This design comes from an exercise in tuning for small area on the open sky130 flow, not from production work.
The RTL was checked by simulation tests, not by an equivalence proof against the original design.
Power figures rest on the tool's default switching activity, not on a simulated workload.

== lane 3 ==
Design toplevel, start of the top module:
module toplevel(S, DIP, LedEx, SEG, AN, reset, clk, led, usb_tx, usb_rx);
export LEC_CHECK = 0
export ABC_AREA = 1
export CAP_MARGIN = 20
export CORE_MARGIN = 2
export CORE_UTILIZATION = 40
export SLEW_MARGIN = 20
create_clock -name core_clock -period 10.0 [get_ports {clk}]
standard.sh (not shown) runs the stock make flow with config.mk's settings and CLKGATE_MAP_FILE= SYNTH_SCRIPT=/design/flow/synth_recipe.tcl, a recipe that flattens the netlist after the stock synthesis.
==> flow/flow/run.sh <==
#!/bin/bash
# Own flow: the standard layout with three changes
#  - synthesis without the half/full-adder extraction and with a stronger area-only ABC script
#    (flow/abc_area.script); registers are mapped exactly as in the standard synthesis
#  - after floorplan every logic cell is swapped for its smallest size (flow/downsize.tcl)
#  - ports are buffered with sky130_fd_sc_hd__buf_1
set -euo pipefail
W=$(pwd)
cp -r "$FLOW_HOME/scripts" "$W/myscripts"
cp "$W/flow/abc_area.script" "$W/myscripts/abc_area.script"
bash standard.sh synth SCRIPTS_DIR="$W/myscripts" ADDER_MAP_FILE= > "$W/synth.log" 2>&1
bash standard.sh finish "POST_FLOORPLAN_TCL=$W/flow/downsize.tcl" "BUFFER_PORTS_ARGS=-buffer_cell sky130_fd_sc_hd__buf_1" > "$W/layout.log" 2>&1
==> flow/flow/abc_area.script <==
strash
&get -n
&deepsyn -T 30
&put
dch -f
amap
topo
==> flow/flow/downsize.tcl <==
# Swap every logic cell for the smallest cell of the same function (timing is far from critical);
# later repair steps upsize where slew or capacitance need it.
set db [ord::get_db]
set lib [lindex [$db getLibs] 0]
set n 0
foreach inst [[ord::get_db_block] getInsts] {
  set m [$inst getMaster]
  set name [$m getName]
  if {![regexp {^(sky130_fd_sc_hd__\w+?)_(\d+)$} $name -> base drive]} { continue }
  if {[string match "*tap*" $base] || [string match "*conb*" $base] || [string match "*fill*" $base] || [string match "*decap*" $base]} { continue }
  set best $m
  foreach d {0 1 2} {
    set cand [$db findMaster "${base}_$d"]
    if {$cand eq "NULL" || $cand eq ""} { continue }
    if {[$cand getWidth] < [$best getWidth]} { set best $cand }
  }
  if {$best ne $m} {
    set lc [get_lib_cells */[$best getName]]
    if {[llength $lc] == 0 || [get_property [lindex $lc 0] dont_use]} { continue }
    replace_cell [get_cells [$inst getName]] [lindex $lc 0]
    incr n
  }
}
puts "downsize: replaced $n cells"
For lane 1, these inputs were changed with respect to lane 3:
==> flow/run.sh (new file) <==
#!/bin/bash
# synth_recipe.tcl (not shown) runs the flow's synth.tcl, then flattens the netlist and writes it again
# the make line also repeats each setting of config.mk as NAME=value (left out here)
make -C /OpenROAD-flow-scripts/flow DESIGN_CONFIG=/design/flow/config.mk WORK_HOME=/design/flow/orfs CLKGATE_MAP_FILE= SYNTH_SCRIPT=/design/flow/synth_recipe.tcl finish
removed: flow/flow/run.sh
removed: flow/flow/abc_area.script
removed: flow/flow/downsize.tcl
removed: flow/standard.sh
Results
From lane 3 to lane 1 the numbers moved as follows: met3 routed wirelength went down by 100 um, final core utilization now sits higher, via count of the first global-routing pass rose by 685, remaining max-slew budget at the tightest pin down 2.8 points, growth of design area from synthesis to finish up 5.1 points. Power per cell area: lane 1 > lane 3. NOTE summed area of non-filler cells in the final layout lane 3->lane 1 increased by more than a quarter. Lane 1 vs. lane 3: simple-gate share of the synthesized area now sits higher; synthesized area has increased; maximum clock frequency +about 35%. Wire length on met2 for lane 1: about 27% up relative to lane 3.

* * *

## garnet
Another version of the RTL of toplevel (not shown whole).
For scale: ~430 cells after synthesis, about 97 flip-flops, about 77 I/O pins.
export LEC_CHECK = 0
export ABC_AREA = 1
export CAP_MARGIN = 20
export CORE_MARGIN = 2
export CORE_UTILIZATION = 40
export SLEW_MARGIN = 20
create_clock -name core_clock -period 10.0 [get_ports {clk}]
==> flow/flow/run.sh <==
#!/bin/bash
# Own flow: the standard layout with these changes
#  - synthesis without the half/full-adder extraction and with a stronger area-only ABC script
#    (flow/abc_area.script); registers are mapped exactly as in the standard synthesis
#  - after floorplan every logic cell is swapped for its smallest size (flow/downsize.tcl)
#  - ports are buffered with sky130_fd_sc_hd__buf_1
#  - clock tree synthesis adds no dummy loads
#  - constant outputs share the synthesis's single tie cell
set -euo pipefail
W=$(pwd)
cp -r "$FLOW_HOME/scripts" "$W/myscripts"
cp "$W/flow/abc_area.script" "$W/myscripts/abc_area.script"
bash standard.sh synth SCRIPTS_DIR="$W/myscripts" ADDER_MAP_FILE= > "$W/synth.log" 2>&1
bash standard.sh finish "POST_FLOORPLAN_TCL=$W/flow/downsize.tcl" "BUFFER_PORTS_ARGS=-buffer_cell sky130_fd_sc_hd__buf_1" \
  "CTS_ARGS=-sink_clustering_enable -repair_clock_nets -dont_use_dummy_load" SKIP_REPAIR_TIE_FANOUT=1 > "$W/layout.log" 2>&1
==> flow/flow/abc_area.script <==
strash
&get -n
&deepsyn -T 30
&put
dch -f
amap
topo
==> flow/flow/downsize.tcl <==
# Swap every logic cell for the smallest cell of the same function (timing is far from critical);
# later repair steps upsize where slew or capacitance need it.
set db [ord::get_db]
set lib [lindex [$db getLibs] 0]
set n 0
foreach inst [[ord::get_db_block] getInsts] {
  set m [$inst getMaster]
  set name [$m getName]
  if {![regexp {^(sky130_fd_sc_hd__\w+?)_(\d+)$} $name -> base drive]} { continue }
  if {[string match "*tap*" $base] || [string match "*conb*" $base] || [string match "*fill*" $base] || [string match "*decap*" $base]} { continue }
  set best $m
  foreach d {0 1 2} {
    set cand [$db findMaster "${base}_$d"]
    if {$cand eq "NULL" || $cand eq ""} { continue }
    if {[$cand getWidth] < [$best getWidth]} { set best $cand }
  }
  if {$best ne $m} {
    set lc [get_lib_cells */[$best getName]]
    if {[llength $lc] == 0 || [get_property [lindex $lc 0] dont_use]} { continue }
    replace_cell [get_cells [$inst getName]] [lindex $lc 0]
    incr n
  }
}
puts "downsize: replaced $n cells"
garnet: full flow OK, the timing, DRC and antenna checks passed
What cedar does differently from garnet at the input level:
--- a/flow/flow/run.sh
+++ b/flow/flow/run.sh
@@ -2 +2 @@
-# Own flow: the standard layout with these changes
+# Own flow: the standard layout with three changes
==> comparison <==
garnet finished every stage and its layout cleared the timing, DRC and antenna checks.
cedar completed; timing, DRC and antenna clean
On final design area excluding fillers, cedar and garnet are neck and neck.
From garnet to cedar, portion of the clock cycle consumed by the worst path in the final layout did not move at all.
Comparing garnet with cedar, the power attributed to sequential cells came out essentially unchanged.
As far as area fraction in and, or, nand and nor cells after synthesis is concerned, cedar and garnet perform about the same.
garnet → cedar: routed metal-1 wire length was more or less identical, portion of total power attributed to the clock network essentially unchanged, total power did not really move.

## port drivers added, routing unchanged
How much do the figures lean on ideal ports? The routed layouts below were timed once more, with nothing changed but the port constraints. Step 1 assumes that a clkbuf_16 drives the clock port and a buf_2 every other input. Step 2 adds t to the input delays and takes it off the output delays; t is the mean of the earliest and latest rising clock arrival at the registers after step 1. Input paths then give back, and output paths get back, about the clock's delay inside the block. a / b / c = ideal / step 1 / step 2; a / b = the first two.
run	t, ns	setup WS [ns]	worst register clock-pin slew, ns	worst slew at a driven data input, ns
lane 3	0.382	4.438 / 4.448 / 4.067	0.09 / 0.09	0.03
lane 1	0.372	5.878 / 5.872 / 5.516	0.07 / 0.07	0.04
garnet	0.377	5.635 / 5.637 / 5.260	0.11 / 0.11	0.03
cedar	0.377	5.635 / 5.637 / 5.260	0.11 / 0.11	0.03
After both steps setup and hold are still met in every run listed.
